Source: an optimization exercise on an open RTL-to-GDS flow (aim: small area, a short achievable clock period and few clock cycles per item). Production flows keep margins and buffers that such runs may drop.
Only simulation tests tie the RTL to the original design; equivalence was not proved.

**flow/config.mk**
```make
export PLATFORM = sky130hd
export DESIGN_NAME = TopModule
export DESIGN_NICKNAME = TopModule
export VERILOG_FILES = /design/flow/design.v
export SDC_FILE = /design/flow/constraint.sdc
export NUM_CORES = 4
export LEC_CHECK = 0
export CAP_MARGIN = 20
export CORE_MARGIN = 2
export CORE_UTILIZATION = 40
export PLACE_DENSITY = 0.6
export SLEW_MARGIN = 20
```
**flow/constraint.sdc**
```tcl
create_clock -name core_clock -period 10.0 [get_ports {Clk}]
set_input_delay 2.0000 -clock core_clock [delete_from_list [all_inputs] [get_ports {Clk}]]
set_output_delay 2.0000 -clock core_clock [all_outputs]
set_load 0.01 [all_outputs]
```
**flow/design.v**
```verilog
module vector_multiplier #(
    parameter BITWIDTH = 16,
    parameter MATSIZE  = 8
  )(
    input  logic clk,
    input  logic rstn,
    input  logic valid,
    input  logic [MATSIZE-1:0][BITWIDTH-1:0] k,
    input  logic [MATSIZE-1:0][BITWIDTH-1:0] x,
    output logic Flag,
    output logic [BITWIDTH-1:0] y
  );
  localparam CW = $clog2(MATSIZE/2) + 1;
  logic [MATSIZE-1:0][BITWIDTH-1:0] mul_vector;
  logic [BITWIDTH-1:0] sum1, sum2;
  logic [CW-1:0] counter;
  logic busy;
  always_ff @(posedge clk) begin
    if (valid)
      for (int c = 0; c < MATSIZE; c = c + 1)
        mul_vector[c] <= k[c] * x[c];
  end
  always_ff @(posedge clk) begin
    if (!rstn) begin
      busy <= 1'b0;
      Flag <= 1'b0;
    end else begin
      Flag <= 1'b0;
      if (valid) begin
        busy <= 1'b1;
      end else if (busy && counter == MATSIZE/2) begin
        busy <= 1'b0;
        Flag <= 1'b1;
      end
    end
  end
  always_ff @(posedge clk) begin
    if (valid) begin
      sum1    <= '0;
      sum2    <= '0;
      counter <= '0;
    end else if (busy) begin
      if (counter < MATSIZE/2) begin
        sum1    <= sum1 + mul_vector[counter];
        sum2    <= sum2 + mul_vector[counter + MATSIZE/2];
        counter <= counter + 1'b1;
      end else begin
        y <= sum1 + sum2;
      end
    end
  end
endmodule
module CacheBuffer #(
    parameter BITWIDTH = 16,
    parameter MATSIZE  = 8,
    parameter NPE      = 4
  )(
    input  logic Clk,
    input  logic WriteB,
    input  logic WriteA,
    input  logic [$clog2(MATSIZE)-1:0] Row,
    input  logic [$clog2(MATSIZE)-1:0] Col,
    input  logic [BITWIDTH-1:0] dataIn,
    input  logic [$clog2(MATSIZE/NPE+1)-1:0] Round,
    input  logic WriteOut,
    input  logic [NPE-1:0][BITWIDTH-1:0] PEData_In,
    output logic [MATSIZE-1:0][BITWIDTH-1:0] dataOutA,
    output logic [NPE-1:0][MATSIZE-1:0][BITWIDTH-1:0] dataOutB,
    output logic [MATSIZE-1:0][BITWIDTH-1:0] dataOut
  );
  logic [MATSIZE-1:0][MATSIZE-1:0][BITWIDTH-1:0] CacheB;
  always_ff @(posedge Clk) begin
    if (WriteB) CacheB[Col][Row] <= dataIn;
    if (WriteA) dataOutA[Col] <= dataIn;
    if (WriteOut)
      for (int p = 0; p < NPE; p = p + 1)
        dataOut[Round*NPE + p] <= PEData_In[p];
  end
  always_comb
    for (int p = 0; p < NPE; p = p + 1)
      dataOutB[p] = CacheB[Round*NPE + p];
endmodule
module AXIoutput #(
    parameter BITWIDTH = 16,
    parameter MATSIZE  = 8
  )(
    input  logic clk,
    input  logic rstn,
    input  logic [MATSIZE-1:0][BITWIDTH-1:0] data_in,
    output logic [BITWIDTH-1:0] data_out,
    output logic valid,
    input  logic data_ready,
    input  logic o_ready,
    output logic last_sent
  );
  logic [$clog2(MATSIZE+1)-1:0] counter;
  assign last_sent = valid && o_ready && (counter == MATSIZE);
  always_ff @(posedge clk) begin
    if (!rstn) begin
      valid   <= 1'b0;
      counter <= '0;
    end else begin
      if (!valid) begin
        if (data_ready) begin
          valid    <= 1'b1;
          data_out <= data_in[0];
          counter  <= 1;
        end
      end else if (o_ready) begin
        if (counter < MATSIZE) begin
          data_out <= data_in[counter];
          counter  <= counter + 1'b1;
        end else begin
          valid   <= 1'b0;
          counter <= '0;
        end
      end
    end
  end
endmodule
module PLcontroller #(
    parameter MATSIZE = 8,
    parameter NPE     = 4
  )(
    input  logic clk,
    input  logic rstn,
    input  logic i_valid,
    output logic i_ready,
    output logic WriteB,
    output logic WriteA,
    output logic [$clog2(MATSIZE)-1:0] Row,
    output logic [$clog2(MATSIZE)-1:0] Col,
    output logic [$clog2(MATSIZE/NPE+1)-1:0] Round,
    output logic mul_ready,
    input  logic flag,
    output logic WriteOut,
    output logic AXI_out,
    input  logic last_sent,
    output logic o_intr
  );
  localparam AW = $clog2(MATSIZE);
  localparam ROUNDS = MATSIZE / NPE;
  localparam [1:0] LOAD_B = 2'd0, LOAD_A = 2'd1, COMPUTE = 2'd2, SEND = 2'd3;
  logic [1:0] state;
  logic [AW-1:0] rowA;
  logic started;
  assign i_ready  = (state == LOAD_B) || (state == LOAD_A);
  assign WriteB   = (state == LOAD_B) && i_valid;
  assign WriteA   = (state == LOAD_A) && i_valid;
  assign WriteOut = (state == COMPUTE) && started && flag;
  always_ff @(posedge clk) begin
    if (!rstn) begin
      state     <= LOAD_B;
      Row       <= '0;
      Col       <= '0;
      rowA      <= '0;
      Round     <= '0;
      started   <= 1'b0;
      mul_ready <= 1'b0;
      AXI_out   <= 1'b0;
      o_intr    <= 1'b0;
    end else begin
      mul_ready <= 1'b0;
      AXI_out   <= 1'b0;
      o_intr    <= 1'b0;
      case (state)
        LOAD_B: if (i_valid) begin
          Col <= Col + 1'b1;
          if (Col == AW'(MATSIZE-1)) begin
            Row <= Row + 1'b1;
            if (Row == AW'(MATSIZE-1)) state <= LOAD_A;
          end
        end
        LOAD_A: if (i_valid) begin
          Col <= Col + 1'b1;
          if (Col == AW'(MATSIZE-1)) begin
            state   <= COMPUTE;
            Round   <= '0;
            started <= 1'b0;
          end
        end
        COMPUTE: begin
          if (!started) begin
            mul_ready <= 1'b1;
            started   <= 1'b1;
          end else if (flag) begin
            started <= 1'b0;
            Round   <= Round + 1'b1;
            if (Round == ROUNDS-1) begin
              state   <= SEND;
              AXI_out <= 1'b1;
            end
          end
        end
        SEND: if (last_sent) begin
          rowA <= rowA + 1'b1;
          if (rowA == AW'(MATSIZE-1)) begin
            state  <= LOAD_B;
            o_intr <= 1'b1;
          end else begin
            state <= LOAD_A;
          end
        end
      endcase
    end
  end
endmodule
module TopModule #(
    parameter BITWIDTH = 16,
    parameter MATSIZE  = 8
  )(
    input  logic rstn,
    input  logic [BITWIDTH-1:0] i_data,
    input  logic i_valid,
    output logic i_ready,
    output logic o_valid,
    input  logic o_ready,
    output logic [BITWIDTH-1:0] o_data,
    input  logic Clk,
    output logic o_intr
  );
  localparam NPE = 4;
  localparam AW  = $clog2(MATSIZE);
  logic [MATSIZE-1:0][BITWIDTH-1:0] dataOutA;
  logic [NPE-1:0][MATSIZE-1:0][BITWIDTH-1:0] dataOutB;
  logic [MATSIZE-1:0][BITWIDTH-1:0] outBus;
  logic [NPE-1:0][BITWIDTH-1:0] PEData_In;
  logic [NPE-1:0] flag;
  logic WriteB, WriteA, WriteOut, mul_ready, AXI_out, last_sent;
  logic [AW-1:0] Row, Col;
  logic [$clog2(MATSIZE/NPE+1)-1:0] Round;
  CacheBuffer #(.BITWIDTH(BITWIDTH), .MATSIZE(MATSIZE), .NPE(NPE)) CacheUnit (
    .Clk(Clk),
    .WriteB(WriteB),
    .WriteA(WriteA),
    .Row(Row),
    .Col(Col),
    .dataIn(i_data),
    .Round(Round),
    .WriteOut(WriteOut),
    .PEData_In(PEData_In),
    .dataOutA(dataOutA),
    .dataOutB(dataOutB),
    .dataOut(outBus)
  );
  genvar p;
  generate
    for (p = 0; p < NPE; p = p + 1) begin : PE
      vector_multiplier #(.BITWIDTH(BITWIDTH), .MATSIZE(MATSIZE)) u_pe (
        .clk(Clk),
        .rstn(rstn),
        .valid(mul_ready),
        .k(dataOutA),
        .x(dataOutB[p]),
        .Flag(flag[p]),
        .y(PEData_In[p])
      );
    end
  endgenerate
  PLcontroller #(.MATSIZE(MATSIZE), .NPE(NPE)) contoller (
    .clk(Clk),
    .rstn(rstn),
    .i_valid(i_valid),
    .i_ready(i_ready),
    .WriteB(WriteB),
    .WriteA(WriteA),
    .Row(Row),
    .Col(Col),
    .Round(Round),
    .mul_ready(mul_ready),
    .flag(flag[0]),
    .WriteOut(WriteOut),
    .AXI_out(AXI_out),
    .last_sent(last_sent),
    .o_intr(o_intr)
  );
  AXIoutput #(.BITWIDTH(BITWIDTH), .MATSIZE(MATSIZE)) AXIout (
    .clk(Clk),
    .rstn(rstn),
    .data_in(outBus),
    .data_out(o_data),
    .valid(o_valid),
    .data_ready(AXI_out),
    .o_ready(o_ready),
    .last_sent(last_sent)
  );
endmodule
```
**flow/run.sh**
```bash
#!/bin/bash
# synth_recipe.tcl (not shown) runs the flow's synth.tcl, then flattens the netlist and writes it again
# the make line also repeats each setting of config.mk as NAME=value (left out here)
make -C /OpenROAD-flow-scripts/flow DESIGN_CONFIG=/design/flow/config.mk WORK_HOME=/design/flow/orfs CLKGATE_MAP_FILE= SYNTH_SCRIPT=/design/flow/synth_recipe.tcl finish
```
==> flow_summary.yaml <==
status:
  status: "no timing/DRC/antenna violations"
route:
  first_pass_iters: 6
  vias: 156652
  first_iter_violations: 13374
  wl_per_cell_um: 23.32
  drc: 0
  vias_per_cell: 5.299
  postRouteAntennaNets: 0
  routed_wirelength_mm: 689.4
die:
  rows: 275
  initial_core_util: 0.4020
  io_pins: 39
  core-area_um2: 561500
  dieArea_um2: 570300
  die_w_um: 755.2
  die_y_um: 755.2
layout:
  mostFrequentLayoutCells: "4,076 x inv_1, 2,801 x nand2_1, 2,572 x fa_1"
  final_cells: 29563
  area_delta_synth_final_pct: 7.404
  drive_gt1_frac: 0.09893
  nets: 26200
  layout_commonest_cell: "inv_1"
synthesis:
  syn_nets: 26685
  avgSynthCellArea_um2: 10.11
  async_flop_share: 0
  ys_ff_latch: 2039
  synth_warnings: 4
  syn_area_um2: 225700
  synthCells: 22317
  synth_area_leaders: "edfxtp_1 25%, fa_1 23%, ha_1 9.8%, inv_1 6.8%, and2_1 5.1%"
  synth_largest_area_cell: "edfxtp_1"
  synth_ff_type: "edfxtp_1"
  synth_edf_count: 1872
  synthDominantCellAreaShare: 0.2490
  ys_seq_area_frac: 0.2638
  ys_types: 86
global_route:
  grt_pass1_vias: 160454
  grt_max_degree: 146
  grt_use_total: 0.2404
  antenna_found_initial: 71
  grt_pass1_wl_mm: 1035
  grt.overflow.total: 0
critical_path:
  crit_type: "reg -> reg"
  cp_max_fo: 59
  cp-end-kind: "flip-flop"
  crit_required_ns: 10.72
  start_kind: "flip-flop"
  arrival_ns: 8.56
sta:
  rsz0062_at_grt: "no"
  final-setup-viol-count: 0
  slew_headroom: 0.1957
  finalClockSkew_ns: 0.08831
  timing.final.crit_share: 0.7837
  timing.hold.ws_ns: 0.4677
  setup_ws_ns: 2.163
  hold_viol: 0
  layout_min_cycle_time_ns: 7.837
  max_freq_mhz: 127.6
  final_max_slew_viol_count: 0
  setup_tns_ns: 0
  worst_slew_pin_slew_ns: 1.198
cts:
  clkSinkCount: 2039
  clockBufferDepth: 4
  cts_buffers: 268
  cts_tree: "built"
  clock_latency_ns: 1.01
  cts-root-buf: "clkbuf_16"
  htree_num_levels: 5
  path_clk_slew_ns: 0.06
  cts_hold_buf: 0
  cts_resized: 0
  post_cts_buffers: 0
place:
  place.gp.congestion: 0.9354
  numPortBuffers: 38
  dp_hpwl_mm: 501.7
  dp_slack_ns: 2.253
  dp_cells: 29038
min_path:
  hold_class: "reg -> reg"
run:
  cap_violations: 0
[logic make-up after synthesis]
| family | Yosys count | share of synthesized area |
|---|---|---|
| AND/OR/NAND/NOR | 6228 | 0.1324 |
| buffers and inverters | 5201 | 0.08922 |
| adder cells (fa/ha/maj) | 4348 | 0.3265 |
| flip-flops | 2039 | 0.2638 |
| multiplexers | 1785 | 0.09438 |
| XOR/XNOR | 1359 | 0.05478 |
| AO/OA/AOI/OAI | 1357 | 0.03885 |
[through the flow]
| step | area [µm²] | utilization |
|---|---|---|
| after CTS | 242300 | 0.4314 |
| after detailed placement | 233400 | 0.4157 |
| after global routing | 242400 | 0.4316 |
| after floorplan | 225700 | - |
| after global placement | 233300 | 0.4155 |
| final | 242400 | 0.4317 |
[synthesized netlist by cell type, types with 33 or more instances]
cell and instances:
mux2_1 42, mux4_2 160, nor2_1 785, o21ai_0 302, buf_6 33, nor2b_1 130, and2_1 1852, a211oi_1 42
xnor2_1 1023, a21oi_1 385, buf_4 37, nand3_1 138, mux2i_1 538, fa_1 2572, nand2_1 2801, inv_1 4077
dfxtp_1 167, o41ai_1 43, buf_1 55, clkbuf_1 903, ha_1 1776, a21o_1 127, nor2_2 120, or3_1 57
mux2_2 1025, a22o_1 126, nor3_1 121, buf_2 87, o21bai_1 121, edfxtp_1 1872, and3_1 55, xor2_1 301
nand2b_1 41
[state kept, by name, summed over array words and instances (netlist names), 3 cells and up]
signal and count:
AXIout.counter 4, AXIout.data_out 16, CacheUnit.CacheB 1024, CacheUnit.dataOut 128, CacheUnit.dataOutA 128, PE.u_pe.busy 4, PE.u_pe.counter 12, PE.u_pe.mul_vector 512
PE.u_pe.sum1 64, PE.u_pe.sum2 64, PE.u_pe.y 64, contoller.Col 3, contoller.Row 3, contoller.rowA 3
[layout make-up]
class                      instances  area [µm²]
timing repair buffer             369        3068
inverter                        4077       15300
clock inverter                   152        1753
fill                           53603      319100
antenna                           48       120.1
sequential                      2039       59580
tap                             7479        9358
clock buffer                     322        7057
multi-input combinational      15077      146200
[final timing paths]
path,start,end,slack [ns],cells past startpoint
setup / recovery,contoller.Round[0],PE[3].u_pe.mul_vector[63],2.16,22
hold / removal,PE[1].u_pe.counter[2],PE[1].u_pe.counter[2],0.47,2
setup reg to reg,contoller.Round[0],PE[3].u_pe.mul_vector[63],2.16,22
hold reg to reg,PE[1].u_pe.counter[2],PE[1].u_pe.counter[2],0.47,2
[critical path, stage by stage (launching register included)]
cell	delay, ns
dfxtp_4	0.80
buf_12	0.40
buf_12	0.43
mux2i_1	0.14
nor2_1	0.81
nand2_1	0.19
fa_1	0.57
inv_1	0.05
fa_1	0.52
inv_1	0.05
fa_1	0.48
fa_1	0.55
inv_1	0.05
fa_1	0.47
inv_1	0.05
fa_1	0.47
inv_1	0.04
ha_1	0.34
and3_1	0.20
a21oi_1	0.11
o21ai_0	0.13
o41ai_1	0.37
xnor2_1	0.12
[per-layer routing]
metal	track usage	routed length, µm	vias to the layer above	share of wire
met4	0.1067	35290	30	0.051
met2	0.3846	314500	5482	0.46
met1	0.3152	283900	80367	0.41
met5	0	212	-	0.00031
li1	-	-	69578	-
met3	0.04945	55410	1195	0.080
Testbench counts, summed over its fixed seeds: cycles 7,872, items 1,536.

## port drivers added, routing unchanged
The results above use ideal ports. As a check the final layout listed here was re-extracted and re-timed, cells and wires unchanged.
Step 1 sets driving cells, clkbuf_16 on the clock port and buf_2 on the other inputs (assumed; they add their load-dependent delay and slew).
Step 2 also shifts input and output timing later by t, the mid clock arrival at the registers, as if the neighbouring blocks saw the same clock.
a / b / c = ideal ports / drivers / drivers and shift; a / b = the first two.
t, ns: 1.108
slack for setup (ns): 2.163 / 2.163 / 2.163
hold WS [ns]: 0.468 / 0.468 / 0.468
slew at the worst register clock pin (ns): 0.07 / 0.07
worst data-port slew with drivers (ns): 0.15
After both steps this run still meets setup and hold. For this run, drivers alone change the setup slack by 0.000 ns; drivers and shift together by 0.000 ns.
